Context: an optimization exercise on an open-source flow, tuned for small area. The choices shown serve that exercise and are no tape-out recipe.
In this exercise RTL edits were held to simulation tests only and were not proved equivalent to the original.
Power figures rest on the tool's default switching activity, not on a simulated workload.

--- flow/config.mk ---
export PLATFORM = sky130hd
export DESIGN_NAME = audio_mixer
export DESIGN_NICKNAME = audio_mixer
export VERILOG_FILES = /design/flow/design.v
export SDC_FILE = /design/flow/constraint.sdc
export NUM_CORES = 4
export LEC_CHECK = 0
export CAP_MARGIN = 5
export CORE_MARGIN = 2
export CORE_UTILIZATION = 65
export CTS_BUF_LIST = sky130_fd_sc_hd__clkbuf_8 sky130_fd_sc_hd__clkbuf_16
export CTS_CLUSTER_DIAMETER = 70
export CTS_CLUSTER_SIZE = 28
export PLACE_DENSITY = 0.75
export SLEW_MARGIN = 5
export SYNTH_HIERARCHICAL = 1
--- flow/constraint.sdc ---
create_clock -name core_clock -period 20.0 [get_ports {clk}]
set_input_delay 4.0000 -clock core_clock [delete_from_list [all_inputs] [get_ports {clk}]]
set_output_delay 4.0000 -clock core_clock [all_outputs]
set_load 0.01 [all_outputs]
--- flow/design.v ---
module mac_sd(X, A, C, ACC, S);
input	[15:0]	X;
input	[7:0]	A;
input	[7:0]	C;
input	[15:0]	ACC;
output	[15:0]	S;
wire [7:0] pos = A & ~C;
wire [7:0] neg = C & ~A;
wire v1;
wire v2;
wire v3;
wire v4;
wire v5;
wire v6;
wire v7;
wire v8;
wire v9;
wire v10;
wire v11;
wire v12;
wire v13;
wire v14;
wire v15;
wire v16;
wire v17;
wire v18;
wire v19;
wire v20;
wire v21;
wire v22;
wire v23;
wire v24;
wire v25;
wire v26;
wire v27;
wire v28;
wire v29;
wire v30;
wire v31;
wire v32;
wire v33;
wire v34;
wire v35;
wire v36;
wire v37;
wire v38;
wire v39;
wire v40;
wire v41;
wire v42;
wire v43;
wire v44;
wire v45;
wire v46;
wire v47;
wire v48;
wire v49;
wire v50;
wire v51;
wire v52;
wire v53;
wire v54;
wire v55;
wire v56;
wire v57;
wire v58;
wire v59;
wire v60;
wire v61;
wire v62;
wire v63;
wire v64;
wire v65;
wire v66;
wire v67;
wire v68;
wire s69;
wire c70;
wire s71;
wire c72;
wire s73;
wire c74;
wire s75;
wire c76;
wire s77;
wire c78;
wire s79;
wire c80;
wire s81;
wire c82;
wire s83;
wire c84;
wire s85;
wire c86;
wire s87;
wire c88;
wire s89;
wire c90;
wire s91;
wire c92;
wire s93;
wire c94;
wire s95;
wire c96;
wire s97;
wire c98;
wire s99;
wire c100;
wire s101;
wire c102;
wire s103;
wire c104;
wire s105;
wire c106;
wire s107;
wire c108;
wire s109;
wire c110;
wire s111;
wire c112;
wire s113;
wire c114;
wire s115;
wire c116;
wire s117;
wire c118;
wire s119;
wire c120;
wire s121;
wire c122;
wire s123;
wire c124;
wire s125;
wire c126;
wire s127;
wire c128;
wire s129;
wire c130;
wire s131;
wire c132;
wire s133;
wire c134;
wire s135;
wire c136;
wire s137;
wire c138;
wire s139;
wire c140;
wire s141;
wire c142;
wire s143;
wire c144;
wire s145;
wire c146;
wire s147;
wire c148;
wire s149;
wire c150;
wire s151;
wire c152;
wire s153;
wire c154;
wire s155;
wire c156;
wire s157;
wire c158;
wire s159;
wire c160;
wire s161;
wire c162;
wire s163;
wire c164;
wire s165;
wire c166;
wire s167;
wire c168;
wire s169;
wire c170;
wire s171;
wire c172;
wire s173;
wire c174;
wire s175;
wire c176;
wire s177;
wire c178;
wire s179;
wire c180;
wire s181;
wire c182;
wire s183;
wire c184;
wire s185;
wire c186;
wire s187;
wire c188;
wire s189;
wire c190;
wire s191;
wire c192;
wire s193;
wire c194;
wire s195;
wire c196;
wire s197;
wire c198;
wire s199;
wire c200;
wire s201;
wire c202;
wire s203;
wire c204;
wire s205;
wire c206;
wire s207;
wire c208;
wire s209;
wire c210;
wire s211;
wire c212;
wire s213;
wire c214;
wire s215;
wire c216;
wire s217;
wire c218;
wire s219;
wire c220;
wire s221;
wire c222;
wire s223;
wire c224;
wire s225;
wire c226;
wire s227;
wire c228;
wire s229;
wire c230;
wire s231;
wire c232;
wire s233;
wire c234;
wire s235;
wire c236;
wire s237;
wire c238;
wire s239;
wire c240;
wire s241;
wire c242;
wire s243;
wire c244;
wire s245;
wire c246;
wire s247;
assign v1 = X[11] ? pos[0] : neg[0];
assign v2 = X[12] ? pos[0] : neg[0];
assign v3 = X[13] ? pos[0] : neg[0];
assign v4 = X[14] ? pos[0] : neg[0];
assign v5 = X[15] ? ~pos[0] : ~neg[0];
assign v6 = X[10] ? pos[1] : neg[1];
assign v7 = X[11] ? pos[1] : neg[1];
assign v8 = X[12] ? pos[1] : neg[1];
assign v9 = X[13] ? pos[1] : neg[1];
assign v10 = X[14] ? pos[1] : neg[1];
assign v11 = X[15] ? ~pos[1] : ~neg[1];
assign v12 = X[9] ? pos[2] : neg[2];
assign v13 = X[10] ? pos[2] : neg[2];
assign v14 = X[11] ? pos[2] : neg[2];
assign v15 = X[12] ? pos[2] : neg[2];
assign v16 = X[13] ? pos[2] : neg[2];
assign v17 = X[14] ? pos[2] : neg[2];
assign v18 = X[15] ? ~pos[2] : ~neg[2];
assign v19 = X[8] ? pos[3] : neg[3];
assign v20 = X[9] ? pos[3] : neg[3];
assign v21 = X[10] ? pos[3] : neg[3];
assign v22 = X[11] ? pos[3] : neg[3];
assign v23 = X[12] ? pos[3] : neg[3];
assign v24 = X[13] ? pos[3] : neg[3];
assign v25 = X[14] ? pos[3] : neg[3];
assign v26 = X[15] ? ~pos[3] : ~neg[3];
assign v27 = X[7] ? pos[4] : neg[4];
assign v28 = X[8] ? pos[4] : neg[4];
assign v29 = X[9] ? pos[4] : neg[4];
assign v30 = X[10] ? pos[4] : neg[4];
assign v31 = X[11] ? pos[4] : neg[4];
assign v32 = X[12] ? pos[4] : neg[4];
assign v33 = X[13] ? pos[4] : neg[4];
assign v34 = X[14] ? pos[4] : neg[4];
assign v35 = X[15] ? ~pos[4] : ~neg[4];
assign v36 = X[6] ? pos[5] : neg[5];
assign v37 = X[7] ? pos[5] : neg[5];
assign v38 = X[8] ? pos[5] : neg[5];
assign v39 = X[9] ? pos[5] : neg[5];
assign v40 = X[10] ? pos[5] : neg[5];
assign v41 = X[11] ? pos[5] : neg[5];
assign v42 = X[12] ? pos[5] : neg[5];
assign v43 = X[13] ? pos[5] : neg[5];
assign v44 = X[14] ? pos[5] : neg[5];
assign v45 = X[15] ? ~pos[5] : ~neg[5];
assign v46 = X[5] ? pos[6] : neg[6];
assign v47 = X[6] ? pos[6] : neg[6];
assign v48 = X[7] ? pos[6] : neg[6];
assign v49 = X[8] ? pos[6] : neg[6];
assign v50 = X[9] ? pos[6] : neg[6];
assign v51 = X[10] ? pos[6] : neg[6];
assign v52 = X[11] ? pos[6] : neg[6];
assign v53 = X[12] ? pos[6] : neg[6];
assign v54 = X[13] ? pos[6] : neg[6];
assign v55 = X[14] ? pos[6] : neg[6];
assign v56 = X[15] ? ~pos[6] : ~neg[6];
assign v57 = X[4] ? pos[7] : neg[7];
assign v58 = X[5] ? pos[7] : neg[7];
assign v59 = X[6] ? pos[7] : neg[7];
assign v60 = X[7] ? pos[7] : neg[7];
assign v61 = X[8] ? pos[7] : neg[7];
assign v62 = X[9] ? pos[7] : neg[7];
assign v63 = X[10] ? pos[7] : neg[7];
assign v64 = X[11] ? pos[7] : neg[7];
assign v65 = X[12] ? pos[7] : neg[7];
assign v66 = X[13] ? pos[7] : neg[7];
assign v67 = X[14] ? pos[7] : neg[7];
assign v68 = X[15] ? ~pos[7] : ~neg[7];
assign s69 = ACC[0] ^ v1 ^ neg[0];
assign c70 = (ACC[0] & v1) | (neg[0] & (ACC[0] ^ v1));
assign s71 = v6 ^ neg[1] ^ v12;
assign c72 = (v6 & neg[1]) | (v12 & (v6 ^ neg[1]));
assign s73 = s69 ^ s71 ^ neg[2];
assign c74 = (s69 & s71) | (neg[2] & (s69 ^ s71));
assign s75 = v19 ^ neg[3] ^ v27;
assign c76 = (v19 & neg[3]) | (v27 & (v19 ^ neg[3]));
assign s77 = c70 ^ c72 ^ ACC[1];
assign c78 = (c70 & c72) | (ACC[1] & (c70 ^ c72));
assign s79 = v2 ^ v7 ^ v13;
assign c80 = (v2 & v7) | (v13 & (v2 ^ v7));
assign s81 = ACC[2] ^ v3 ^ v8;
assign c82 = (ACC[2] & v3) | (v8 & (ACC[2] ^ v3));
assign s83 = ACC[3] ^ v4;
assign c84 = ACC[3] & v4;
assign s85 = ACC[4] ^ v5 ^ v10;
assign c86 = (ACC[4] & v5) | (v10 & (ACC[4] ^ v5));
assign s87 = s73 ^ s75 ^ neg[4];
assign c88 = (s73 & s75) | (neg[4] & (s73 ^ s75));
assign s89 = v36 ^ neg[5];
assign c90 = v36 & neg[5];
assign s91 = c74 ^ c76 ^ s77;
assign c92 = (c74 & c76) | (s77 & (c74 ^ c76));
assign s93 = s79 ^ v20 ^ v28;
assign c94 = (s79 & v20) | (v28 & (s79 ^ v20));
assign s95 = v37 ^ v47;
assign c96 = v37 & v47;
assign s97 = c78 ^ c80 ^ s81;
assign c98 = (c78 & c80) | (s81 & (c78 ^ c80));
assign s99 = v14 ^ v21 ^ v29;
assign c100 = (v14 & v21) | (v29 & (v14 ^ v21));
assign s101 = v38 ^ v48 ^ v59;
assign c102 = (v38 & v48) | (v59 & (v38 ^ v48));
assign s103 = c82 ^ s83 ^ v9;
assign c104 = (c82 & s83) | (v9 & (c82 ^ s83));
assign s105 = v15 ^ v22 ^ v30;
assign c106 = (v15 & v22) | (v30 & (v15 ^ v22));
assign s107 = v39 ^ v49 ^ v60;
assign c108 = (v39 & v49) | (v60 & (v39 ^ v49));
assign s109 = c84 ^ s85 ^ v16;
assign c110 = (c84 & s85) | (v16 & (c84 ^ s85));
assign s111 = v23 ^ v31 ^ v40;
assign c112 = (v23 & v31) | (v40 & (v23 ^ v31));
assign s113 = v50 ^ v61 ^ 1'b1;
assign c114 = (v50 & v61) | (1'b1 & (v50 ^ v61));
assign s115 = c86 ^ ACC[5] ^ v11;
assign c116 = (c86 & ACC[5]) | (v11 & (c86 ^ ACC[5]));
assign s117 = v17 ^ v24 ^ v32;
assign c118 = (v17 & v24) | (v32 & (v17 ^ v24));
assign s119 = v41 ^ v51 ^ v62;
assign c120 = (v41 & v51) | (v62 & (v41 ^ v51));
assign s121 = ACC[6] ^ v18 ^ v25;
assign c122 = (ACC[6] & v18) | (v25 & (ACC[6] ^ v18));
assign s123 = v33 ^ v42 ^ v52;
assign c124 = (v33 & v42) | (v52 & (v33 ^ v42));
assign s125 = ACC[7] ^ v26 ^ v34;
assign c126 = (ACC[7] & v26) | (v34 & (ACC[7] ^ v26));
assign s127 = s87 ^ s89 ^ v46;
assign c128 = (s87 & s89) | (v46 & (s87 ^ s89));
assign s129 = c88 ^ c90 ^ s91;
assign c130 = (c88 & c90) | (s91 & (c88 ^ c90));
assign s131 = s93 ^ s95;
assign c132 = s93 & s95;
assign s133 = c92 ^ c94 ^ c96;
assign c134 = (c92 & c94) | (c96 & (c92 ^ c94));
assign s135 = s97 ^ s99 ^ s101;
assign c136 = (s97 & s99) | (s101 & (s97 ^ s99));
assign s137 = c98 ^ c100 ^ c102;
assign c138 = (c98 & c100) | (c102 & (c98 ^ c100));
assign s139 = s103 ^ s105 ^ s107;
assign c140 = (s103 & s105) | (s107 & (s103 ^ s105));
assign s141 = c104 ^ c106 ^ c108;
assign c142 = (c104 & c106) | (c108 & (c104 ^ c106));
assign s143 = s109 ^ s111 ^ s113;
assign c144 = (s109 & s111) | (s113 & (s109 ^ s111));
assign s145 = c110 ^ c112 ^ c114;
assign c146 = (c110 & c112) | (c114 & (c110 ^ c112));
assign s147 = s115 ^ s117 ^ s119;
assign c148 = (s115 & s117) | (s119 & (s115 ^ s117));
assign s149 = c116 ^ c118 ^ c120;
assign c150 = (c116 & c118) | (c120 & (c116 ^ c118));
assign s151 = s121 ^ s123 ^ v63;
assign c152 = (s121 & s123) | (v63 & (s121 ^ s123));
assign s153 = c122 ^ c124 ^ s125;
assign c154 = (c122 & c124) | (s125 & (c122 ^ c124));
assign s155 = v43 ^ v53 ^ v64;
assign c156 = (v43 & v53) | (v64 & (v43 ^ v53));
assign s157 = c126 ^ ACC[8] ^ v35;
assign c158 = (c126 & ACC[8]) | (v35 & (c126 ^ ACC[8]));
assign s159 = v44 ^ v54 ^ v65;
assign c160 = (v44 & v54) | (v65 & (v44 ^ v54));
assign s161 = ACC[9] ^ v45 ^ v55;
assign c162 = (ACC[9] & v45) | (v55 & (ACC[9] ^ v45));
assign s163 = s127 ^ neg[6];
assign c164 = s127 & neg[6];
assign s165 = c128 ^ s129 ^ s131;
assign c166 = (c128 & s129) | (s131 & (c128 ^ s129));
assign s167 = c130 ^ c132 ^ s133;
assign c168 = (c130 & c132) | (s133 & (c130 ^ c132));
assign s169 = c134 ^ c136 ^ s137;
assign c170 = (c134 & c136) | (s137 & (c134 ^ c136));
assign s171 = c138 ^ c140 ^ s141;
assign c172 = (c138 & c140) | (s141 & (c138 ^ c140));
assign s173 = c142 ^ c144 ^ s145;
assign c174 = (c142 & c144) | (s145 & (c142 ^ c144));
assign s175 = c146 ^ c148 ^ s149;
assign c176 = (c146 & c148) | (s149 & (c146 ^ c148));
assign s177 = c150 ^ c152 ^ s153;
assign c178 = (c150 & c152) | (s153 & (c150 ^ c152));
assign s179 = c154 ^ c156 ^ s157;
assign c180 = (c154 & c156) | (s157 & (c154 ^ c156));
assign s181 = c158 ^ c160 ^ s161;
assign c182 = (c158 & c160) | (s161 & (c158 ^ c160));
assign s183 = c162 ^ ACC[10] ^ v56;
assign c184 = (c162 & ACC[10]) | (v56 & (c162 ^ ACC[10]));
assign s185 = s163 ^ v57;
assign c186 = s163 & v57;
assign s187 = c164 ^ s165 ^ v58;
assign c188 = (c164 & s165) | (v58 & (c164 ^ s165));
assign s189 = c166 ^ s167 ^ s135;
assign c190 = (c166 & s167) | (s135 & (c166 ^ s167));
assign s191 = c168 ^ s169 ^ s139;
assign c192 = (c168 & s169) | (s139 & (c168 ^ s169));
assign s193 = c170 ^ s171 ^ s143;
assign c194 = (c170 & s171) | (s143 & (c170 ^ s171));
assign s195 = c172 ^ s173 ^ s147;
assign c196 = (c172 & s173) | (s147 & (c172 ^ s173));
assign s197 = c174 ^ s175 ^ s151;
assign c198 = (c174 & s175) | (s151 & (c174 ^ s175));
assign s199 = c176 ^ s177 ^ s155;
assign c200 = (c176 & s177) | (s155 & (c176 ^ s177));
assign s201 = c178 ^ s179 ^ s159;
assign c202 = (c178 & s179) | (s159 & (c178 ^ s179));
assign s203 = c180 ^ s181 ^ v66;
assign c204 = (c180 & s181) | (v66 & (c180 ^ s181));
assign s205 = c182 ^ s183 ^ v67;
assign c206 = (c182 & s183) | (v67 & (c182 ^ s183));
assign s207 = c184 ^ ACC[11] ^ v68;
assign c208 = (c184 & ACC[11]) | (v68 & (c184 ^ ACC[11]));
assign s209 = ACC[12] ^ 1'b1;
assign c210 = ACC[12] & 1'b1;
assign s211 = ACC[13] ^ 1'b1;
assign c212 = ACC[13] & 1'b1;
assign s213 = ACC[14] ^ 1'b1;
assign c214 = ACC[14] & 1'b1;
assign s215 = ACC[15] ^ 1'b1;
assign c216 = ACC[15] & 1'b1;
assign s217 = s185 ^ neg[7];
assign c218 = s185 & neg[7];
assign s219 = c186 ^ s187 ^ c218;
assign c220 = (c186 & s187) | (c218 & (c186 ^ s187));
assign s221 = c188 ^ s189 ^ c220;
assign c222 = (c188 & s189) | (c220 & (c188 ^ s189));
assign s223 = c190 ^ s191 ^ c222;
assign c224 = (c190 & s191) | (c222 & (c190 ^ s191));
assign s225 = c192 ^ s193 ^ c224;
assign c226 = (c192 & s193) | (c224 & (c192 ^ s193));
assign s227 = c194 ^ s195 ^ c226;
assign c228 = (c194 & s195) | (c226 & (c194 ^ s195));
assign s229 = c196 ^ s197 ^ c228;
assign c230 = (c196 & s197) | (c228 & (c196 ^ s197));
assign s231 = c198 ^ s199 ^ c230;
assign c232 = (c198 & s199) | (c230 & (c198 ^ s199));
assign s233 = c200 ^ s201 ^ c232;
assign c234 = (c200 & s201) | (c232 & (c200 ^ s201));
assign s235 = c202 ^ s203 ^ c234;
assign c236 = (c202 & s203) | (c234 & (c202 ^ s203));
assign s237 = c204 ^ s205 ^ c236;
assign c238 = (c204 & s205) | (c236 & (c204 ^ s205));
assign s239 = c206 ^ s207 ^ c238;
assign c240 = (c206 & s207) | (c238 & (c206 ^ s207));
assign s241 = c208 ^ s209 ^ c240;
assign c242 = (c208 & s209) | (c240 & (c208 ^ s209));
assign s243 = c210 ^ s211 ^ c242;
assign c244 = (c210 & s211) | (c242 & (c210 ^ s211));
assign s245 = c212 ^ s213 ^ c244;
assign c246 = (c212 & s213) | (c244 & (c212 ^ s213));
assign s247 = c214 ^ s215 ^ c246;
assign S = {s247, s245, s243, s241, s239, s237, s235, s233, s231, s229, s227, s225, s223, s221, s219, s217};
endmodule
module audio_mixer(
	clk,
	nRst,
	ad_ws,
	ad_bck,
	ad_di,
	ad_do,
	ad_l3md,
	ad_l3clk,
	ad_l3data,
	mcu_data,
	mcu_wr,
	mcu_cmd_data_sw,
	mcu_l3md,
	mcu_l3clk,
	mcu_l3data,
	mcu_cs1,
	mcu_cs0,
	led
);
input		clk;
input		nRst;
output	[3:0]	ad_ws;
output	[3:0]	ad_bck;
input	[3:0]	ad_di;
output	[3:0]	ad_do;
output	[3:0]	ad_l3md;
output	[3:0]	ad_l3clk;
output	[3:0]	ad_l3data;
input	[7:0]	mcu_data;
input		mcu_wr;
input		mcu_cmd_data_sw;
input		mcu_l3md;
input		mcu_l3clk;
input		mcu_l3data;
input		mcu_cs1;
input		mcu_cs0;
output	[2:0]	led;
reg	[8:0]	cnt;
reg		boot;		 
always @(posedge clk or negedge nRst)
	if (!nRst) begin
		cnt <= 9'd0;
		boot <= 1'b1;
	end else begin
		cnt <= cnt ^ {&cnt[7:0], &cnt[6:0], &cnt[5:0], &cnt[4:0], &cnt[3:0], &cnt[2:0], &cnt[1:0], cnt[0], 1'b1};
		boot <= 1'b0;
	end
wire	ws_edge  = (cnt[7:0] == 8'd0);		 
wire	ws_rise  = ws_edge & ~cnt[8];
wire	ws_fall  = ws_edge &  cnt[8];
wire	bck_rise = (cnt[3:0] == 4'd8);		 
wire	tx_zero  = boot | (cnt[7:2] == 6'd0 && cnt[1:0] != 2'd0);
wire	par = cnt[8] ^ ws_edge;
assign ad_ws  = {4{~cnt[8]}};
assign ad_bck = {4{cnt[3]}};
wire [1:0] cs = {mcu_cs1, mcu_cs0};
genvar gk;
generate for (gk = 0; gk < 4; gk = gk + 1) begin : l3
	assign ad_l3md[gk]   = (cs == gk) ? mcu_l3md   : 1'b1;
	assign ad_l3clk[gk]  = (cs == gk) ? mcu_l3clk  : 1'b1;
	assign ad_l3data[gk] = (cs == gk) ? mcu_l3data : 1'b1;
end endgenerate
assign led = {3{ad_di[0]}};
reg	[15:4]	rx0, rx1, rx2, rx3;
reg	[15:4]	dl0, dl1, dl2, dl3;		 
reg	[15:4]	dr0, dr1, dr2, dr3;		 
reg		zl, zr;
always @(posedge clk)
	if (bck_rise && cnt[7:6] != 2'b11) begin
		rx0 <= {rx0[14:4], ad_di[0]};
		rx1 <= {rx1[14:4], ad_di[1]};
		rx2 <= {rx2[14:4], ad_di[2]};
		rx3 <= {rx3[14:4], ad_di[3]};
	end
always @(posedge clk)
	if (ws_rise) begin
		dl0 <= rx0; dl1 <= rx1; dl2 <= rx2; dl3 <= rx3;
	end
always @(posedge clk)
	if (ws_fall) begin
		dr0 <= rx0; dr1 <= rx1; dr2 <= rx2; dr3 <= rx3;
	end
always @(posedge clk or negedge nRst)
	if (!nRst) begin
		zl <= 1'b1;
		zr <= 1'b1;
	end else begin
		if (ws_rise & ~boot) zl <= 1'b0;
		if (ws_fall) zr <= 1'b0;
	end
wire	cmd_wr  = mcu_wr &  mcu_cmd_data_sw;
wire	data_wr = mcu_wr & ~mcu_cmd_data_sw;
reg	[7:6]	cmd_hi;
reg	[5:0]	cmd_lo;
wire	[7:0]	cmd_r = {cmd_hi, cmd_lo};
always @(posedge clk or negedge nRst)
	if (!nRst)
		cmd_hi <= 2'b00;
	else if (cmd_wr)
		cmd_hi <= mcu_data[7:6];
always @(posedge clk)
	if (cmd_wr)
		cmd_lo <= mcu_data[5:0];
wire	tvalid = (cmd_r[7:6] == 2'b11);
wire	gain_we = data_wr & tvalid;
reg	[511:0]	gv;
wire	[7:0]	gdata = boot ? 8'h80 : mcu_data;
genvar gi;
generate for (gi = 0; gi < 64; gi = gi + 1) begin : gain
	always @(posedge clk)
		if (boot || (gain_we && cmd_r[5:0] == gi))
			gv[gi*8 +: 8] <= gdata;
end endgenerate
wire	[5:0]	maddr;
wire	[7:0]	mlo, mhi;
wire	[63:0]	msel;
generate for (gi = 0; gi < 8; gi = gi + 1) begin : mdec
	assign mlo[gi] = (maddr[2:0] == gi);
	assign mhi[gi] = (maddr[5:3] == gi);
end endgenerate
generate for (gi = 0; gi < 64; gi = gi + 1) begin : msl
	assign msel[gi] = mhi[gi / 8] & mlo[gi % 8];
end endgenerate
wire	[7:0]	mval;
genvar gb;
generate for (gb = 0; gb < 8; gb = gb + 1) begin : mrd
	wire [21:0] y;
	for (gi = 0; gi < 21; gi = gi + 1) begin : t
		aoi222 u(.A1(msel[3*gi]), .A2(gv[3*gi*8+gb]),
			 .B1(msel[3*gi+1]), .B2(gv[(3*gi+1)*8+gb]),
			 .C1(msel[3*gi+2]), .C2(gv[(3*gi+2)*8+gb]), .Y(y[gi]));
	end
	assign y[21] = ~(msel[63] & gv[63*8+gb]);
	assign mval[gb] = ~&y;
end endgenerate
reg	[5:0]	ecnt;		 
reg		hv;		 
reg	[7:0]	hg;		 
reg	[4:0]	hp;		 
reg		pend;		 
reg	[7:0]	cur;		 
reg	[7:0]	orig;		 
reg	[15:0]	acc0, acc1, acc2, acc3;
reg	[15:0]	out0, out1, out2, out3;
reg	[15:0]	tx0, tx1, tx2, tx3;
wire	[4:0]	tp = {cmd_r[5:4], cmd_r[2:0]};
wire		trel = tvalid & (cmd_r[3] == par);
wire		tdone = trel & ({1'b0, tp} < ecnt);
wire		capture = data_wr & tdone & ~pend;
wire		op = pend & (cmd_wr | ws_edge);
wire		proc = hv & ~op;
wire		rd = ~ecnt[5] & ~capture & (~hv | proc);
wire	[5:0]	eaddr = {ecnt[4:3], par, ecnt[2:0]};
assign		maddr = capture ? cmd_r[5:0] : eaddr;
wire	[7:0]	rdval = (gain_we && cmd_r[5:0] == eaddr) ? mcu_data : mval;
wire	[2:0]	ui = op ? cmd_r[2:0] : hp[2:0];
wire	[1:0]	uk = op ? cmd_r[5:4] : hp[4:3];
wire	[7:0]	ua = op ? cur : hg;
wire	[7:0]	uc = op ? orig : 8'h00;
wire		first = ~op & (hp[2:0] == 3'd0);
wire	[7:0]	xsel;
generate for (gi = 0; gi < 8; gi = gi + 1) begin : xdec
	assign xsel[gi] = (ui == gi) & ~((gi % 2) ? zr : zl);
end endgenerate
wire	[15:4]	xm;
generate for (gb = 4; gb < 16; gb = gb + 1) begin : xrd
	wire [2:0] y;
	aoi222 u0(.A1(xsel[0]), .A2(dl0[gb]), .B1(xsel[1]), .B2(dr0[gb]), .C1(xsel[2]), .C2(dl1[gb]), .Y(y[0]));
	aoi222 u1(.A1(xsel[3]), .A2(dr1[gb]), .B1(xsel[4]), .B2(dl2[gb]), .C1(xsel[5]), .C2(dr2[gb]), .Y(y[1]));
	assign y[2] = ~((xsel[6] & dl3[gb]) | (xsel[7] & dr3[gb]));
	assign xm[gb] = ~&y;
end endgenerate
wire	[15:4]	xs = xm;	 
wire	[15:0]	x = {xs, 4'd0};
wire	[3:0]	asel;
generate for (gi = 0; gi < 4; gi = gi + 1) begin : adec
	assign asel[gi] = (uk == gi) & ~first;
end endgenerate
wire	[15:0]	accs;
generate for (gb = 0; gb < 16; gb = gb + 1) begin : ard
	wire y0;
	aoi222 u(.A1(asel[0]), .A2(acc0[gb]), .B1(asel[1]), .B2(acc1[gb]), .C1(asel[2]), .C2(acc2[gb]), .Y(y0));
	assign accs[gb] = ~(y0 & ~(asel[3] & acc3[gb]));
end endgenerate
wire	[15:0]	sum;
mac_sd mac(.X(x), .A(ua), .C(uc), .ACC(accs), .S(sum));
wire	wacc = op | proc;
always @(posedge clk) begin
	if (wacc && uk == 2'd0) acc0 <= sum;
	if (wacc && uk == 2'd1) acc1 <= sum;
	if (wacc && uk == 2'd2) acc2 <= sum;
	if (wacc && uk == 2'd3) acc3 <= sum;
end
wire	out_ld = (cnt[7:0] == 8'd1);
always @(posedge clk)
	if (out_ld) begin
		out0 <= acc0; out1 <= acc1; out2 <= acc2; out3 <= acc3;
	end
always @(posedge clk)
	if (ws_edge) begin
		ecnt <= 6'd0;
		hv <= 1'b0;
		pend <= 1'b0;
	end else begin
		if (rd) begin
			hv <= 1'b1;
			ecnt <= ecnt ^ {&ecnt[4:0], &ecnt[3:0], &ecnt[2:0], &ecnt[1:0], ecnt[0], 1'b1};
		end else if (proc)
			hv <= 1'b0;
		if (capture)
			pend <= 1'b1;
		else if (cmd_wr)
			pend <= 1'b0;
	end
always @(posedge clk) begin
	if (rd) begin
		hg <= rdval;
		hp <= ecnt[4:0];
	end
	if (capture)
		orig <= mval;
	if (data_wr)
		cur <= mcu_data;
end
always @(posedge clk)
	if (ws_edge) begin
		tx0 <= out0; tx1 <= out1; tx2 <= out2; tx3 <= out3;
	end
wire	[3:0]	bsel = ~(cnt[7:4] - {3'd0, (cnt[3:0] < 4'd4)});
wire	[15:0]	bdec;
generate for (gi = 0; gi < 16; gi = gi + 1) begin : bdc
	assign bdec[gi] = (bsel == gi);
end endgenerate
wire	[63:0]	txw = {tx3, tx2, tx1, tx0};
wire	[3:0]	txb;
generate for (gk = 0; gk < 4; gk = gk + 1) begin : txs
	wire [5:0] y;
	for (gi = 0; gi < 5; gi = gi + 1) begin : t
		aoi222 u(.A1(bdec[3*gi]), .A2(txw[gk*16+3*gi]),
			 .B1(bdec[3*gi+1]), .B2(txw[gk*16+3*gi+1]),
			 .C1(bdec[3*gi+2]), .C2(txw[gk*16+3*gi+2]), .Y(y[gi]));
	end
	assign y[5] = ~(bdec[15] & txw[gk*16+15]);
	assign txb[gk] = ~&y;
end endgenerate
assign ad_do = (tx_zero | zl) ? 4'd0 : txb;
endmodule
module aoi222(A1, A2, B1, B2, C1, C2, Y);
input A1, A2, B1, B2, C1, C2;
output Y;
assign Y = ~((A1 & A2) | (B1 & B2) | (C1 & C2));
endmodule
--- flow/flow/run.sh ---
#!/bin/bash
# The standard layout (the standard.sh, standard synthesis), with three
# changes to how it is built: the buffers that synthesis inserted are removed
# at floorplan (the resizer re-buffers where slew or load needs it), the
# port buffers are the smallest buffer cell, and clock tree synthesis inserts
# no dummy loads.  standard.sh's output goes to standard.log; ORFS writes each
# step's log under orfs/logs.
export REMOVE_ABC_BUFFERS=1
export BUFFER_PORTS_ARGS="-buffer_cell sky130_fd_sc_hd__buf_1"
export CTS_ARGS="-sink_clustering_enable -repair_clock_nets -sink_clustering_size 28 -sink_clustering_max_diameter 70 -buf_list {sky130_fd_sc_hd__clkbuf_8 sky130_fd_sc_hd__clkbuf_16} -dont_use_dummy_load"
bash standard.sh > standard.log 2>&1
--- flow/standard.sh ---
#!/bin/bash
# synth_recipe.tcl (not shown) runs the flow's synth.tcl, then flattens the netlist and writes it again
# the make line also repeats each setting of config.mk as NAME=value (left out here)
make -C /OpenROAD-flow-scripts/flow DESIGN_CONFIG=/design/flow/config.mk WORK_HOME=/design/flow/orfs CLKGATE_MAP_FILE= SYNTH_SCRIPT=/design/flow/synth_recipe.tcl "${@:-finish}"
==> summary.txt, run 1 <==
Pwr
The part of the total power dissipated in the clock network is 0.124. Of the total power, the share spent switching nets is 0.357. Of the total power, registers draw 0.435. The maximum resistive drop on vdd is 0.000331 V.

The analysis attributes to cell leakage a power of approximately 13 nW. The total power draw is between 7 and 8 mW. Power spread over the standard cell area amounts to 190 mW/mm^2. The internal power of the cells is 4.69 mW. The net switching power of the design is 2.60 mW. The share of total power in combinational logic is 0.441.

Detailed routing
The routed design has roughly 80000 um of wire. Before antenna repair, the detailed router went through 12 iterations. In this run the remaining antenna-violating nets after routing total 0.

In the routed design, unresolved DRC markers number 0. The total via count after detailed routing is 20177. The detailed-route wire length per cell is roughly 28 um. The per-cell via count in the routed design is 6.97. The DRC marker count from the first detailed-route iteration is 3960.

CTS
TritonCTS built the clock tree. The number of post-CTS setup repair buffers is 0. Clock latency on the worst-skew pair, taken at its later pin, is 630 ps. The cell at the root of the clock tree is clkbuf_16. The clock edge transition at the registers on the reported setup and hold paths is 90 ps. Once the clock tree was built, the resizer swapped 0 gates to a different size. Counting the buffers created by CTS gives between 40 and 50. Clock tree synthesis found a total of 905 sinks. For this design, the CTS-stage hold fixing added 0 buffers. CTS built an H-tree with a depth of 2. No sink is reached through more buffers than the 3 on the longest clock path.

Worst setup path
The most critical setup path has its startpoint at mcu_cmd_data_sw. For the worst setup path, the data arrival time is 16470 ps. The largest driver fanout on the critical path is 20. For the worst setup path, the data required time is 20350 ps.

On the worst path, the slowest cell contributes a delay of 690 ps. The cell occurring most often along the worst timing path is fa_1. STA classifies the critical path startpoint as an input pin. Together, buffers and inverters on the worst path number 6. The source of the worst register-to-register timing path is cnt[0]$_DFF_PN0_. The minimum setup slack among reg-to-reg paths is between 6000 and 7000 ps. The type of the setup path with the least slack is in -> reg. The cell family contributing the most delay on the critical path is adder cells. The cell with the largest stage delay on the worst path is nor2_1. The worst setup path is captured at a flip-flop.

Synthesis
The cell area after synthesis is 0.0361 sq mm. The average size of a mapped cell is 17.2 sq um. The post-synthesis instance total is 2094. Counting flops and latches in the post-synthesis netlist gives 905. By area the synthesized netlist is led by edfxtp_1, a222oi_1, fa_1. Sorting the synthesized cells by how often they occur yields edfxtp_1, a222oi_1, nand2_1.

The share of flip-flops with an asynchronous set or reset after synthesis is 0.0155. The share of the Yosys chip area taken by registers is 0.749. Of the post-synthesis cell area, the dominant cell type holds 0.735. The count of distinct cell types in the synthesized netlist is 68.

In this run, synthesis inferred 883 flip-flops with an integrated enable. Among all flip-flop cells after synthesis, the most frequent one is edfxtp_1. The number of warnings issued by yosys is 7. The most frequent cell after synthesis is edfxtp_1. The synthesized design spends more area on one cell type than any other, namely edfxtp_1.

Placement
The number of placed instances, taps included, is 2852. The final RePlAce weighted congestion is around 0.95. Summed over all nets, the half-perimeter wirelength after detailed placement is 54100 um.

The total of buffers placed on input and output ports is 47.

Final layout
The final cell count without fillers is approximately 2900. The layout cell share with drive strength beyond 1 is 0.0685. The final layout contains between 2000 and 2500 nets. Compared with the post-synthesis result, the final layout area differs by 5.97%.

Floorplan
The floorplan has 86 rows. Measured along the y axis, the die boundary spans 240 um. After floorplanning, the core was sized to cover ~0.055 sq mm. The floorplan die area is 0.0574 sq mm.

The die is approximately 240 um wide. The initial core utilization is 0.656. 48 I/O pins were placed.

Worst hold path
The startpoint of the lowest-slack hold path is out2[10]$_DFFE_PN_. The tightest min-delay check is of the reg -> reg type.

Global route
The number of global-route vias before repair is 19531. Entering global routing, the biggest net connects 74 pins. The overall track demand over capacity in global routing is 0.287. The global-route wire length before repair is 122000 um.

The number of antenna violations at the first check in global routing is 0. The total congestion overflow is 0.

Outcome
The flow ran to the end and the layout has no timing, DRC or antenna violations.

Flow run
The total of max-cap violations is 0.

STA
For the final routed database, the setup TNS stands at 0 ps. Setup violations remaining at the end of the flow were counted as 0. The total count of hold-check failures in the final report is 0. Setup repair after global routing left no endpoint under its margin. Static timing analysis puts the maximum clock frequency at 62.0 MHz. The fraction of the cycle the final worst path needs is 0.806. In this run the tightest slew margin relative to its limit is 0.112.

The post-route clock skew is 59.6 ps. The worst-margin pin slew is 1320 ps. The post-layout minimum cycle time is 16130 ps.

The number of max-slew violations in the final report came to 0.
[modules after synthesis (local to each module, per instance)]
module       flip-flops and latches  area, sq um  cells
audio_mixer                     905        30900   1598
mac_sd                            0         2960    268
aoi222                            0         10.0      1
[state kept, by name, indices dropped and copies added (netlist names), 16 cells and up]
signal,count
out1,16
acc1,16
tx1,16
out2,16
acc0,16
gv,512
tx0,16
tx2,16
acc3,16
out0,16
out3,16
tx3,16
acc2,16
[per-stage QoR]
stage | setup slack, ps | hold WS [ps] | cell area [sq um] | utilization
detailed placement | 3270 | 405 | 37200 | 0.676
global placement | 3570 | 401 | 37200 | 0.676
floorplan | 4370 | 400 | 35600 | -
finish | 3870 | 422 | 38300 | 0.696
global route | 3270 | 428 | 38300 | 0.696
CTS | 3910 | 422 | 38300 | 0.696
[final timing paths]
path,end,cells past startpoint
max reg2reg,acc1[15]$_DFFE_PP_,38
max in group asynchronous,cnt[8]$_DFF_PN0_,1
min in group asynchronous,cnt[7]$_DFF_PN0_,1
min,tx2[10]$_DFFE_PN_,0
max,acc1[15]$_DFFE_PP_,37
min reg2reg,tx2[10]$_DFFE_PN_,0
[power groups by stage]
stage	Sequential [mW]	Clock (mW)	Combinational [mW]
5_1_grt	3.19	0.976	3.63
2_1_floorplan	3.15	0	2.26
4_1_cts	3.17	0.914	3.23
6_report	3.17	0.904	3.21
3_3_place_gp	3.20	0	3.03
3_5_place_dp	3.21	0	3.22
[metal layers]
metal / part of all wire / GRT usage / vias to the layer above
li1: - / - / 8596
met1: 0.40 / 0.444 / 10100
met2: 0.45 / 0.427 / 1333
met3: 0.12 / 0.0506 / 148
met4: 0.029 / 0.0848 / 0
met5: 0 / 0 / -
[cell type report]
class                           count  area, sq um
Antenna cell                        1         2.50
Clock buffer                       43         1080
Fill cell                        3406        16700
Inverter                           82          308
Multi-Input combinational cell   1028         8410
Sequential cell                   905        27000
Tap cell                          748          936
Timing Repair Buffer               89          492
[logic make-up (layout without fill, tap and decap cells)]
logic type               count (synthesis)  in the layout  synth area share
AO/OA/AOI/OAI                          336            336            0.0845
other                                    1              2          0.000104
multiplexers                            81             81            0.0234
AND/OR/NAND/NOR                        499            499            0.0680
flip-flops                             905            905             0.749
XOR/XNOR                                 9              9           0.00218
adder cells (fa/ha/maj)                102            102            0.0514
buffers and inverters                  161            214            0.0217
[layout by cell type (no fill, tap or decap), types with 23 or more instances in the layout]
cell type  Yosys  routed
nand2_1      177     177
nor2_1       100     100
inv_1         81      80
nor3_1        32      32
buf_4         30      42
mux2i_1       65      64
edfxtp_1     883     883
nand3_1       29      29
ha_1          25      23
buf_1          1      47
fa_1          77      77
nand4_1       40      40
clkbuf_16      0      43
a222oi_1     228     228
==> run 2: changes to the inputs <==
--- a/flow/config.mk
+++ b/flow/config.mk
@@ -8,9 +8,9 @@
 export CAP_MARGIN = 5
 export CORE_MARGIN = 2
-export CORE_UTILIZATION = 65
+export CORE_UTILIZATION = 75
 export CTS_BUF_LIST = sky130_fd_sc_hd__clkbuf_8 sky130_fd_sc_hd__clkbuf_16
 export CTS_CLUSTER_DIAMETER = 70
 export CTS_CLUSTER_SIZE = 28
-export PLACE_DENSITY = 0.75
+export PLACE_DENSITY = 0.85
 export SLEW_MARGIN = 5
 export SYNTH_HIERARCHICAL = 1
==> summary.txt, run 2 <==
Outcome
Status: failed layout checks (was complete, no violations). A clean result was blocked by max-capacitance violations, max-slew violations.

Synthesis
The proportion of netlist area held by the largest area contributor is 0.735 (unchanged). The post-synthesis instance total is 2094 (unchanged). Most instantiated cells after synthesis: edfxtp_1, a222oi_1, nand2_1 (unchanged). Biggest area contributors in the synthesized netlist: edfxtp_1, a222oi_1, fa_1 (unchanged). The cell area after synthesis came to 0.0361 sq mm (unchanged).

The number of warnings issued by yosys is 7 (unchanged). The share of flip-flops with an asynchronous set or reset after synthesis came to 0.0155 (unchanged). The count of distinct cell types in the synthesized netlist is 68 (unchanged).

The number of register bits inferred by synthesis is 905 (unchanged). The most frequent cell after synthesis is edfxtp_1 (unchanged). The average size of a mapped cell came to 17.2 sq um (unchanged).

The main flop type after synthesis is edfxtp_1 (unchanged). The number of enable-type register cells in the synthesized netlist is 883 (unchanged). The portion of the post-synthesis area used by sequential elements was 0.749 (unchanged).

The cell type contributing the most total cell area after synthesis is edfxtp_1 (unchanged).

Final layout
The flip-flop count of the largest register after layout is 512 (unchanged). The filler cell count in the final layout is 2366 (was 3406). The most frequent standard cell in the layout excluding fill and tap cells is edfxtp_1 (unchanged). Highest-count cells in the layout ignoring fill and taps: edfxtp_1, a222oi_1, nand2_1 (unchanged). The final instance area was 0.0380 sq mm (was 0.0383 sq mm).

The layout cell share with drive strength beyond 1 came to 0.0671 (was 0.0685). The area of the multi-input gates came to 0.00840 sq mm (was 0.00841 sq mm). The number of nets in the finished design is 2270 (was 2272). The register area came to 0.0270 sq mm (unchanged). The register bank with the most flops is gv (unchanged). The area added between synthesis and finish is 5.40% (was 5.97%).

CTS
The clock edge transition at the registers on the reported setup and hold paths is 100 ps (was 90 ps). The cell at the root of the clock tree was clkbuf_16 (unchanged). The clock latency of the later-clocked register in the worst-skew pair is 630 ps (about the same).

The H-tree level count came to 2 (unchanged). The count of clock tree sinks is 905 (unchanged). The deepest clock path buffer count is 3 (unchanged). The number of gates resized after CTS is 0 (unchanged). The number of buffers added to fix hold violations after cts is 0 (unchanged). The clock tree from TritonCTS is done (unchanged).

The number of post-CTS setup repair buffers was 0 (unchanged). The number of clock buffers inserted by TritonCTS was 42 (was 43).

Global route
The global-route wire length before repair is 124000 um (was 122000 um). The number of antenna violations at the first check in global routing came to 3 (was 0). The total congestion overflow was 0 (unchanged). The overall track demand over capacity in global routing is 0.339 (was 0.287). The pin count of the biggest net entering global routing came to 74 (unchanged).

The number of global-route vias before repair was 20311 (was 19531).

Placement
The post-place instance area was 0.0370 sq mm (was 0.0372 sq mm). The post-detailed-placement half-perimeter wirelength was 55500 um (was 54100 um). The final RePlAce weighted congestion is 0.956 (was 0.952).

The total of buffers placed on input and output ports is 47 (unchanged).

Worst setup path
The cell with the largest stage delay on the worst path is o21a_1 (was nor2_1). The largest driver fanout on the critical path is 20 (unchanged). The category of the worst setup path capture point is a flip-flop (unchanged). The data required time at the worst endpoint came to 20380 ps (was 20350 ps). The cell occurring most often along the worst timing path is fa_1 (unchanged).

The kind of launch point of the worst setup path is an input pin (unchanged). The maximum single-stage delay on the critical path is 720 ps (was 690 ps). The type of the setup path with the least slack is in -> reg (unchanged). The critical path arrival came to 16870 ps (was 16470 ps).

STA
Setup repair after global routing missed its margin: no (unchanged). The upper clock frequency limit was 60.6 MHz (was 62.0 MHz). The worst hold slack after final layout is 417 ps (was 422 ps). The post-layout minimum cycle time is 16490 ps (was 16130 ps). The final total negative setup slack was 0 ps (unchanged). The fraction of the cycle the final worst path needs is 0.825 (was 0.806). The number of max-slew violations in the final report was 5 (was 0). The count of endpoints failing setup in the final report was 0 (unchanged). The post-route clock skew is 68.3 ps (was 59.6 ps). The worst-margin pin slew is 1510 ps (was 1320 ps). The total count of hold-check failures in the final report came to 0 (unchanged).

The relative slew slack is -0.0145 (was 0.112).

Pwr
The maximum resistive drop on vdd was 0.000424 V (was 0.000331 V). The leakage component of the power is 12.8 nW (was 12.9 nW). The power density over cell area is 193 mW/mm^2 (was 190 mW/mm^2).

Detailed routing
The number of design rule violations left after detail routing is 0 (unchanged). The DRC marker count from the first detailed-route iteration is 4511 (was 3960). The number of nets with antenna violations after routing was 0 (unchanged). The routed wire length is 83200 um (was 80300 um). The detailed-route wire length per cell is 30.1 um (was 27.7 um). The total via count after detailed routing is 20836 (was 20177). The per-cell via count in the routed design is 7.55 (was 6.97).

The iteration count of the initial detailed-routing pass is 10 (was 12).

Floorplan
The floorplan core area came to 0.0476 sq mm (was 0.0550 sq mm). The floorplan die area is 0.0499 sq mm (was 0.0574 sq mm). The die height came to 223 um (was 240 um).

The width of the die is 223 um (was 240 um). The initial core utilization came to 0.758 (was 0.656). The number of core rows is 80 (was 86). The count of pins on the block boundary is 48 (unchanged).

Worst hold path
The worst min-delay path category is reg -> reg (unchanged).

Flow run
The total of max-cap violations is 1 (was 0).
-- run 2: area by class of cell --
type,count,area share
flip-flops and latches,905,0.710
multi-input cells,1028,0.221
clock buffers,42,0.0276
well taps,615,0.0202
repair buffers,88,0.0127
inverters,82,0.00809
diodes,1,0.0000658
-- run 2: worst paths after layout --
| path | endpoint | cells after the start | from | slack, ps |
|---|---|---|---|---|
| setup / recovery | acc0[15]$_DFFE_PP_ | 36 | mcu_wr | 3510 |
| hold / removal | tx1[7]$_DFFE_PN_ | 0 | out1[7]$_DFFE_PN_ | 420 |
| setup reg to reg | acc0[15]$_DFFE_PP_ | 37 | cnt[0]$_DFF_PN0_ | 6200 |
| hold reg to reg | tx1[7]$_DFFE_PN_ | 0 | out1[7]$_DFFE_PN_ | 420 |
| max in group asynchronous | cnt[7]$_DFF_PN0_ | 1 | nRst | 15700 |
| min in group asynchronous | cmd_hi[7]$_DFFE_PN0P_ | 1 | nRst | 3570 |
-- run 2: stage by stage --
stage	cells	total power, mW	setup slack (ps)	util
after floorplan	2015	5.41	4370	-
after global placement	2718	6.11	3430	0.776
after detailed placement	2718	6.39	3060	0.776
after CTS	2760	7.31	3530	0.798
after global routing	2761	7.82	2980	0.799
final	2761	7.34	3510	0.799
-- run 2: layer usage --
metal  wire length, um  share of wire  vias to the layer above  global-route usage
met3             11100           0.13                      282              0.0776
met2             39000           0.47                     1764               0.534
met1             29500           0.35                    10200               0.475
met5                81        0.00097                        -             0.00782
li1                  -              -                     8584                   -
met4              3550          0.043                        6               0.127
-- run 2: worst max-delay path: cells and delay by family --
| kind | cells | cell delay, ps |
|---|---|---|
| buffers and inverters | 5 | 370 |
| muxes | 2 | 520 |
| and+or+nand+nor | 4 | 1350 |
| xor gates and xnor gates | 2 | 400 |
| AOI/OAI and AO/OA | 3 | 1310 |
| adders and majority gates | 20 | 8900 |
-- run 2: power by group --
| group | total, mW | internal [mW] | switching (mW) |
|---|---|---|---|
| Clock | 0.898 | 0.377 | 0.521 |
| Combinational | 3.28 | 1.25 | 2.03 |
| Sequential | 3.17 | 3.06 | 0.103 |
| Total | 7.34 | 4.69 | 2.65 |
-- run 2: cell families after synthesis --
| group | share of synthesized area |
|---|---|
| and+or+nand+nor | 0.0680 |
| AOI/OAI and AO/OA | 0.0845 |
| buffers and inverters | 0.0217 |
| DFF | 0.749 |
| other | 0.000104 |
| xor gates and xnor gates | 0.00218 |
| muxes | 0.0234 |
| adders and majority gates | 0.0514 |
-- run 2: modules after synthesis (local to each module, per instance) --
module | cells inside | area [sq um] | flip-flops and latches | times used
aoi222 | 1 | 10.0 | 0 | 228
audio_mixer | 1598 | 30900 | 905 | 1
mac_sd | 268 | 2960 | 0 | 1
==> run 3: changes to the inputs <==
--- a/flow/config.mk
+++ b/flow/config.mk
@@ -8,9 +8,9 @@
 export CAP_MARGIN = 5
 export CORE_MARGIN = 2
-export CORE_UTILIZATION = 75
+export CORE_UTILIZATION = 70
 export CTS_BUF_LIST = sky130_fd_sc_hd__clkbuf_8 sky130_fd_sc_hd__clkbuf_16
 export CTS_CLUSTER_DIAMETER = 70
 export CTS_CLUSTER_SIZE = 28
-export PLACE_DENSITY = 0.85
+export PLACE_DENSITY = 0.8
 export SLEW_MARGIN = 5
 export SYNTH_HIERARCHICAL = 1
==> summary.txt, run 3 <==
CTS
The number of clock buffers inserted by TritonCTS is 42 (unchanged). The number of post-CTS setup repair buffers came to 0 (unchanged). The deepest clock path buffer count is 3 (unchanged). The cell at the root of the clock tree was clkbuf_16 (unchanged). The number of gates resized after CTS is 0 (unchanged). The clock edge transition at the registers on the reported setup and hold paths came to 100 ps (about the same).

The clock tree from TritonCTS is done (unchanged). The number of buffers added to fix hold violations after cts is 0 (unchanged). The clock latency of the later-clocked register in the worst-skew pair was 620 ps (was 630 ps). The count of clock tree sinks came to 905 (unchanged). The H-tree level count is 2 (unchanged).

Final layout
The area added between synthesis and finish is 5.64% (was 5.40%). The area of the multi-input gates was 0.00841 sq mm (was 0.00840 sq mm). The register bank with the most flops is gv (unchanged). Highest-count cells in the layout ignoring fill and taps: edfxtp_1, a222oi_1, nand2_1 (unchanged).

The most frequent standard cell in the layout excluding fill and tap cells is edfxtp_1 (unchanged). The final instance area is 0.0381 sq mm (was 0.0380 sq mm). The filler cell count in the final layout is 2921 (was 2366). The number of nets in the finished design came to 2269 (was 2270).

The flip-flop count of the largest register after layout came to 512 (unchanged). The layout cell share with drive strength beyond 1 is 0.0676 (was 0.0671). The register area was 0.0270 sq mm (unchanged).

Placement
The post-detailed-placement half-perimeter wirelength is 54200 um (was 55500 um). The final RePlAce weighted congestion was 0.933 (was 0.956). The total of buffers placed on input and output ports came to 47 (unchanged). The post-place instance area is 0.0371 sq mm (was 0.0370 sq mm).

Pwr
The maximum resistive drop on vdd is 0.000325 V (was 0.000424 V). The power density over cell area came to 193 mW/mm^2 (about the same). The leakage component of the power is 12.9 nW (was 12.8 nW).

STA
Setup repair after global routing missed its margin: no (unchanged). The fraction of the cycle the final worst path needs came to 0.819 (was 0.825). The worst-margin pin slew came to 1340 ps (was 1510 ps).

The post-route clock skew came to 61.6 ps (was 68.3 ps). The final total negative setup slack is 0 ps (unchanged). The relative slew slack came to 0.102 (was -0.0145). The post-layout minimum cycle time came to 16370 ps (was 16490 ps). The total count of hold-check failures in the final report is 0 (unchanged).

The number of max-slew violations in the final report is 0 (was 5). The count of endpoints failing setup in the final report was 0 (unchanged). The upper clock frequency limit is 61.1 MHz (was 60.6 MHz).

Worst setup path
The critical path arrival is 16770 ps (was 16870 ps). The type of the setup path with the least slack was in -> reg (unchanged). The minimum setup slack among reg-to-reg paths is 6290 ps (was 6200 ps). The largest driver fanout on the critical path came to 20 (unchanged).

The maximum single-stage delay on the critical path is 660 ps (was 720 ps). The buffering stage count on the worst path with inverters included is 5 (unchanged). The cell occurring most often along the worst timing path is fa_1 (unchanged). The capture point of the worst reg-to-reg path is acc0[15]$_DFFE_PP_ (unchanged). The depth of the most critical reg-to-reg path is 35 (was 37). The source of the worst register-to-register timing path is cnt[6]$_DFF_PN0_ (was cnt[0]$_DFF_PN0_).

The kind of launch point of the worst setup path is an input pin (unchanged). The family with the most delay on the worst path was adder cells (unchanged). The category of the worst setup path capture point is a flip-flop (unchanged).

The cell with the largest stage delay on the worst path is o21a_1 (unchanged). The data required time at the worst endpoint is 20400 ps (was 20380 ps).

Synthesis
The number of warnings issued by yosys is 7 (unchanged). The number of register bits inferred by synthesis came to 905 (unchanged). The post-synthesis instance total is 2094 (unchanged). The portion of the post-synthesis area used by sequential elements is 0.749 (unchanged). The cell area after synthesis is 0.0361 sq mm (unchanged).

The count of distinct cell types in the synthesized netlist was 68 (unchanged). The proportion of netlist area held by the largest area contributor is 0.735 (unchanged). The most frequent cell after synthesis is edfxtp_1 (unchanged).

The main flop type after synthesis is edfxtp_1 (unchanged). Biggest area contributors in the synthesized netlist: edfxtp_1, a222oi_1, fa_1 (unchanged). The number of enable-type register cells in the synthesized netlist is 883 (unchanged).

Most instantiated cells after synthesis: edfxtp_1, a222oi_1, nand2_1 (unchanged). The average size of a mapped cell is 17.2 sq um (unchanged). The cell type contributing the most total cell area after synthesis was edfxtp_1 (unchanged). The share of flip-flops with an asynchronous set or reset after synthesis is 0.0155 (unchanged).

Global route
The total congestion overflow was 0 (unchanged). The number of global-route vias before repair was 19989 (was 20311). The overall track demand over capacity in global routing is 0.312 (was 0.339).

The global-route wire length before repair was 123000 um (was 124000 um). The number of antenna violations at the first check in global routing came to 1 (was 3). The pin count of the biggest net entering global routing is 75 (was 74).

Worst hold path
The startpoint of the lowest-slack hold path is out2[2]$_DFFE_PN_ (was out1[7]$_DFFE_PN_). The worst min-delay path category is reg -> reg (unchanged). The capture endpoint of the worst hold path was tx2[2]$_DFFE_PN_ (was tx1[7]$_DFFE_PN_). The hold-critical path depth was 0 (unchanged).

Detailed routing
The DRC marker count from the first detailed-route iteration is 3975 (was 4511). The iteration count of the initial detailed-routing pass was 14 (was 10). The detailed-route wire length per cell is 29.0 um (was 30.1 um). The number of nets with antenna violations after routing is 0 (unchanged). The total via count after detailed routing was 20517 (was 20836). The number of design rule violations left after detail routing was 0 (unchanged). The routed wire length was 81900 um (was 83200 um).

The per-cell via count in the routed design is 7.26 (was 7.55).

Floorplan
The initial core utilization was 0.705 (was 0.758). The die height is 231 um (was 223 um). The floorplan core area is 0.0512 sq mm (was 0.0476 sq mm). The count of pins on the block boundary was 48 (unchanged).

The width of the die came to 231 um (was 223 um). The number of core rows is 83 (was 80). The floorplan die area is 0.0534 sq mm (was 0.0499 sq mm).

Flow run
The total of max-cap violations came to 0 (was 1).

Outcome
Status: complete, no violations (was failed layout checks).
==> run 3: stage by stage <==
| stage | std cells | setup slack [ps] | util | total power [mW] | hold slack, ps |
|---|---|---|---|---|---|
| global route | 2824 | 3020 | 0.745 | 7.83 | 436 |
| global placement | 2782 | 3480 | 0.724 | 6.20 | 402 |
| detailed placement | 2782 | 3130 | 0.724 | 6.45 | 405 |
| finish | 2825 | 3630 | 0.745 | 7.36 | 425 |
| CTS | 2824 | 3640 | 0.745 | 7.34 | 423 |
| floorplan | 2015 | 4370 | - | 5.41 | 400 |
==> run 3: how the worst max path moves through the flow <==
| stage | startpoint | endpoint | cells past startpoint |
|---|---|---|---|
| floorplan | mcu_cmd_data_sw | acc0[15]$_DFFE_PP_ | 35 |
| global placement | mcu_cmd_data_sw | acc0[15]$_DFFE_PP_ | 36 |
| detailed placement | mcu_cmd_data_sw | acc3[15]$_DFFE_PP_ | 37 |
| CTS | mcu_cmd_data_sw | acc0[15]$_DFFE_PP_ | 37 |
| global route | mcu_cmd_data_sw | acc0[15]$_DFFE_PP_ | 37 |
| finish | mcu_cmd_data_sw | acc0[15]$_DFFE_PP_ | 36 |
==> run 3: cell families (layout without fill, tap and decap cells) <==
group | Yosys count | count (layout) | share of synthesized area
buffers and inverters | 161 | 211 | 0.0217
adder cells (fa/ha/maj) | 102 | 102 | 0.0514
flip-flops | 905 | 905 | 0.749
AO/OA/AOI/OAI | 336 | 336 | 0.0845
XOR/XNOR | 9 | 9 | 0.00218
multiplexers | 81 | 81 | 0.0234
AND/OR/NAND/NOR | 499 | 499 | 0.0680
other | 1 | 2 | 0.000104
==> run 3: report_power, final <==
part           switching (mW)  internal (mW)  total (mW)
combinational            2.04           1.25        3.30
clock                   0.523          0.377       0.899
sequential              0.103           3.06        3.17
==> run 3: layout make-up <==
type	instances	area share
diodes	1	0.0000656
repair buffers	87	0.0125
inverters	82	0.00807
well taps	680	0.0223
flip-flops and latches	905	0.709
multi-input cells	1028	0.221
clock buffers	42	0.0276
==> run 3: layer usage <==
metal | global-route usage | routed length (um)
met1 | 0.464 | 30800
met5 | 0.0156 | 73
met3 | 0.0650 | 10600
met2 | 0.472 | 37700
met4 | 0.103 | 2750
==> run 3: per-module statistics from Yosys (local to each module, per instance) <==
module	cells	cell area [sq um]
audio_mixer	1598	30900
aoi222	1	10.0
mac_sd	268	2960
==> run 4: changes to the inputs <==
==> flow/run.sh (new file) <==
#!/bin/bash
# synth_recipe.tcl (not shown) runs the flow's synth.tcl, then flattens the netlist and writes it again
# the make line also repeats each setting of config.mk as NAME=value (left out here)
make -C /OpenROAD-flow-scripts/flow DESIGN_CONFIG=/design/flow/config.mk WORK_HOME=/design/flow/orfs CLKGATE_MAP_FILE= SYNTH_SCRIPT=/design/flow/synth_recipe.tcl finish
--- a/flow/config.mk
+++ b/flow/config.mk
@@ -6,11 +6,11 @@
 export NUM_CORES = 4
 export LEC_CHECK = 0
-export CAP_MARGIN = 5
+export CAP_MARGIN = 20
 export CORE_MARGIN = 2
-export CORE_UTILIZATION = 70
+export CORE_UTILIZATION = 65
 export CTS_BUF_LIST = sky130_fd_sc_hd__clkbuf_8 sky130_fd_sc_hd__clkbuf_16
 export CTS_CLUSTER_DIAMETER = 70
 export CTS_CLUSTER_SIZE = 28
-export PLACE_DENSITY = 0.8
-export SLEW_MARGIN = 5
+export PLACE_DENSITY = 0.75
+export SLEW_MARGIN = 20
 export SYNTH_HIERARCHICAL = 1
removed: flow/flow/run.sh
removed: flow/standard.sh
==> summary.txt, run 4 <==
Outcome
Status: complete, no violations (unchanged).

Synthesis
The xor-xnor portion of the synthesized cell area is 0.00218 (unchanged). The cell area after synthesis came to 0.0361 sq mm (unchanged). The portion of the post-synthesis area used by sequential elements came to 0.749 (unchanged). The post-synthesis instance total was 2094 (unchanged). The largest family of logic cells by synthesized area is compound AO/OA/AOI/OAI gates (unchanged).

The number of register bits inferred by synthesis is 905 (unchanged). The count of distinct cell types in the synthesized netlist came to 68 (unchanged). The simple logic cell fraction of the synthesized area was 0.0680 (unchanged).

The share of the synthesized area in compound gates (AO/OA/AOI/OAI) is 0.0845 (unchanged). The main flop type after synthesis was edfxtp_1 (unchanged). Biggest area contributors in the synthesized netlist: edfxtp_1, a222oi_1, fa_1 (unchanged). The mux contribution to synthesized area is 0.0234 (unchanged).

The number of warnings issued by yosys is 7 (unchanged). Most instantiated cells after synthesis: edfxtp_1, a222oi_1, nand2_1 (unchanged). The number of enable-type register cells in the synthesized netlist is 883 (unchanged). The post-synthesis adder-cell area fraction came to 0.0514 (unchanged).

The average size of a mapped cell is 17.2 sq um (unchanged). The proportion of netlist area held by the largest area contributor is 0.735 (unchanged). The most frequent cell after synthesis was edfxtp_1 (unchanged). The share of flip-flops with an asynchronous set or reset after synthesis is 0.0155 (unchanged).

The cell type contributing the most total cell area after synthesis is edfxtp_1 (unchanged).

Floorplan
The number of core rows is 86 (was 83). The initial core utilization is 0.656 (was 0.705). The count of pins on the block boundary is 48 (unchanged). The die height is 240 um (was 231 um). The width of the die came to 240 um (was 231 um).

The floorplan core area is 0.0550 sq mm (was 0.0512 sq mm). The floorplan die area is 0.0574 sq mm (was 0.0534 sq mm).

Final layout
The area added between synthesis and finish is 7.83% (was 5.64%). The most frequent standard cell in the layout excluding fill and tap cells was edfxtp_1 (unchanged). The final instance area is 0.0389 sq mm (was 0.0381 sq mm). The fraction of the core area covered by cells at the end of the flow is 0.708 (was 0.745). The number of antenna cells inserted is 0 (was 1). The layout cell share with drive strength beyond 1 came to 0.0803 (was 0.0676). The register bank with the most flops is gv (unchanged).

The flip-flop count of the largest register after layout was 512 (unchanged). The filler cell count in the final layout is 3381 (was 2921). Highest-count cells in the layout ignoring fill and taps: edfxtp_1, a222oi_1, nand2_1 (unchanged). The final cell count without fillers was 2927 (was 2825).

The number of nets in the finished design is 2274 (was 2269).

Global route
The global-route wire length before repair was 124000 um (was 123000 um). The global routing met3 resource utilization is 0.0516 (was 0.0650). The fraction of met2 tracks used by global routing is 0.453 (was 0.472). The overall track demand over capacity in global routing is 0.293 (was 0.312).

The number of antenna violations at the first check in global routing is 0 (was 1). The met1 capacity usage during global routing is 0.441 (was 0.464). The global-route layer with the greatest usage is met2 (unchanged).

The total congestion overflow is 0 (unchanged). The number of global-route vias before repair is 19939 (was 19989). The pin count of the biggest net entering global routing is 75 (unchanged).

CTS
The count of clock tree sinks came to 905 (unchanged). The clock latency of the later-clocked register in the worst-skew pair is 630 ps (was 620 ps). The number of gates resized after CTS came to 0 (unchanged). The number of clock buffers inserted by TritonCTS is 42 (unchanged). The number of post-CTS setup repair buffers came to 0 (unchanged). The clock edge transition at the registers on the reported setup and hold paths is 90 ps (was 100 ps). The H-tree level count is 2 (unchanged). The clock tree from TritonCTS is done (unchanged). The number of buffers added to fix hold violations after cts was 0 (unchanged). The deepest clock path buffer count is 3 (unchanged).

The cell at the root of the clock tree is clkbuf_16 (unchanged).

STA
The fraction of the cycle the final worst path needs is 0.818 (was 0.819). The upper clock frequency limit came to 61.2 MHz (was 61.1 MHz). The post-layout minimum cycle time is 16350 ps (was 16370 ps). The number of max-slew violations in the final report was 0 (unchanged).

The count of endpoints failing setup in the final report was 0 (unchanged). The worst path setup slack after routing is 3650 ps (was 3630 ps). The worst hold slack after final layout came to 427 ps (was 425 ps).

The worst-margin pin slew was 1220 ps (was 1340 ps). The relative slew slack is 0.179 (was 0.102). The total count of hold-check failures in the final report is 0 (unchanged). The post-route clock skew was 35.1 ps (was 61.6 ps).

Setup repair after global routing missed its margin: no (unchanged). The final total negative setup slack is 0 ps (unchanged).

Worst setup path
The type of the setup path with the least slack is in -> reg (unchanged). The cell with the largest stage delay on the worst path is nor2_1 (was o21a_1). The minimum setup slack among reg-to-reg paths is 6510 ps (was 6290 ps). The largest driver fanout on the critical path is 20 (unchanged). The origin of the worst setup path is mcu_cmd_data_sw (unchanged). The data required time at the worst endpoint is 20410 ps (was 20400 ps).

The cell occurring most often along the worst timing path was fa_1 (unchanged). The kind of launch point of the worst setup path is an input pin (unchanged). The critical path arrival was 16760 ps (was 16770 ps). The maximum single-stage delay on the critical path is 660 ps (about the same). The category of the worst setup path capture point was a flip-flop (unchanged). The capture point of the worst reg-to-reg path is acc2[15]$_DFFE_PP_ (was acc0[15]$_DFFE_PP_). The source of the worst register-to-register timing path is cnt[6]$_DFF_PN0_ (unchanged).

The capture point of the critical path is acc2[15]$_DFFE_PP_ (was acc0[15]$_DFFE_PP_). The depth of the most critical reg-to-reg path is 37 (was 35).

Worst hold path
The worst min-delay path category is reg -> reg (unchanged).

Pwr
The total power draw is 7.47 mW (was 7.36 mW). The leakage component of the power is 13.2 nW (was 12.9 nW). The maximum resistive drop on vdd is 0.000335 V (was 0.000325 V).

The power density over cell area is 192 mW/mm^2 (was 193 mW/mm^2).

Detailed routing
The per-cell via count in the routed design came to 6.99 (was 7.26). The number of nets with antenna violations after routing is 0 (unchanged). The number of design rule violations left after detail routing is 0 (unchanged). The iteration count of the initial detailed-routing pass is 10 (was 14).

The DRC marker count from the first detailed-route iteration came to 3582 (was 3975). The detailed-route wire length per cell is 28.2 um (was 29.0 um). The total via count after detailed routing came to 20464 (was 20517). The routed wire length was 82600 um (was 81900 um).

Placement
The total of buffers placed on input and output ports came to 47 (unchanged). The post-place instance area came to 0.0375 sq mm (was 0.0371 sq mm). The post-detailed-placement half-perimeter wirelength is 54600 um (was 54200 um).

The worst-case setup slack after placement came to 3070 ps (was 3130 ps). The final RePlAce weighted congestion is 0.893 (was 0.933). The cell count after placement is 2855 (was 2782).

Flow run
The total of max-cap violations was 0 (unchanged).
run 4: worst max-delay path, delay by kind of cell:
kind / cells / cell delay (ps)
xor gates and xnor gates: 2 / 340
muxes: 2 / 350
adders and majority gates: 20 / 8810
AOI/OAI and AO/OA: 3 / 830
and+or+nand+nor: 4 / 1320
buffers and inverters: 7 / 1070
run 4: where the power goes:
group,internal [mW],switching [mW]
Sequential,3.06,0.100
Combinational,1.25,2.02
Clock,0.462,0.572
Total,4.78,2.69
run 4: cell families (layout without fill, tap and decap cells):
family / count (synthesis) / count (layout)
AO/OA/AOI/OAI: 336 / 336
XOR/XNOR: 9 / 9
adder cells (fa/ha/maj): 102 / 102
buffers and inverters: 161 / 246
flip-flops: 905 / 905
multiplexers: 81 / 81
other: 1 / 1
AND/OR/NAND/NOR: 499 / 499
run 4: cell type report:
cell class / count / area, sq um / area share
flip-flops and latches: 905 / 27000 / 0.694
multi-input cells: 1028 / 8440 / 0.217
clock buffers: 45 / 1130 / 0.0289
well taps: 748 / 936 / 0.0240
repair buffers: 92 / 806 / 0.0207
inverters: 82 / 308 / 0.00791
clock inverters: 27 / 275 / 0.00707
run 4: how the worst min path moves through the flow:
| stage | startpoint | endpoint | slack (ps) | depth (start not counted) |
|---|---|---|---|---|
| floorplan | out0[0]$_DFFE_PN_ | tx0[0]$_DFFE_PN_ | 400 | 0 |
| global placement | out2[4]$_DFFE_PN_ | tx2[4]$_DFFE_PN_ | 400 | 0 |
| detailed placement | out2[14]$_DFFE_PN_ | tx2[14]$_DFFE_PN_ | 400 | 0 |
| CTS | out1[10]$_DFFE_PN_ | tx1[10]$_DFFE_PN_ | 420 | 0 |
| global route | out1[10]$_DFFE_PN_ | tx1[10]$_DFFE_PN_ | 430 | 0 |
| finish | out1[10]$_DFFE_PN_ | tx1[10]$_DFFE_PN_ | 430 | 0 |
run 4: per-module statistics from Yosys (local to each module, per instance):
module | cells inside | copies in the design | flip-flops and latches
mac_sd | 268 | 1 | 0
aoi222 | 1 | 228 | 0
audio_mixer | 1598 | 1 | 905
run 4: layer usage:
layer | up-vias | routed length, um | share of wire
met5 | - | 0 | 0
met1 | 10301 | 32300 | 0.39
met3 | 166 | 9380 | 0.11
met2 | 1362 | 38500 | 0.47
met4 | 0 | 2390 | 0.029
li1 | 8635 | - | -

what the ideal ports hide:
No port has a modelled driver above. Below, the same layouts with a new extraction and two added sets of constraints. Step 1 assumes that a clkbuf_16 drives the clock port and a buf_2 every other input. Step 2, shift: input delay + t, output delay - t, t = (earliest + latest rising clock arrival at the registers) / 2. This alone moves slack from input paths to output paths. Three values: ideal ports, drivers, drivers and shift; two values: the first two.
run | shift t [ns] | slack for setup (ns) | worst register clock-pin slew, ns | worst slew at a driven data input, ns
run 1 | 0.656 | 3.873 / 3.907 / 3.251 | 0.10 / 0.10 | 0.03
run 2 | 0.648 | 3.507 / 3.500 / 2.852 | 0.11 / 0.11 | 0.11
run 3 | 0.659 | 3.627 / 3.637 / 2.977 | 0.11 / 0.11 | 0.13
run 4 | 0.666 | 3.647 / 3.637 / 2.970 | 0.11 / 0.11 | 0.07
For run 4, which loses most, drivers alone change the setup slack by -0.010 ns; drivers and shift together by -0.677 ns.
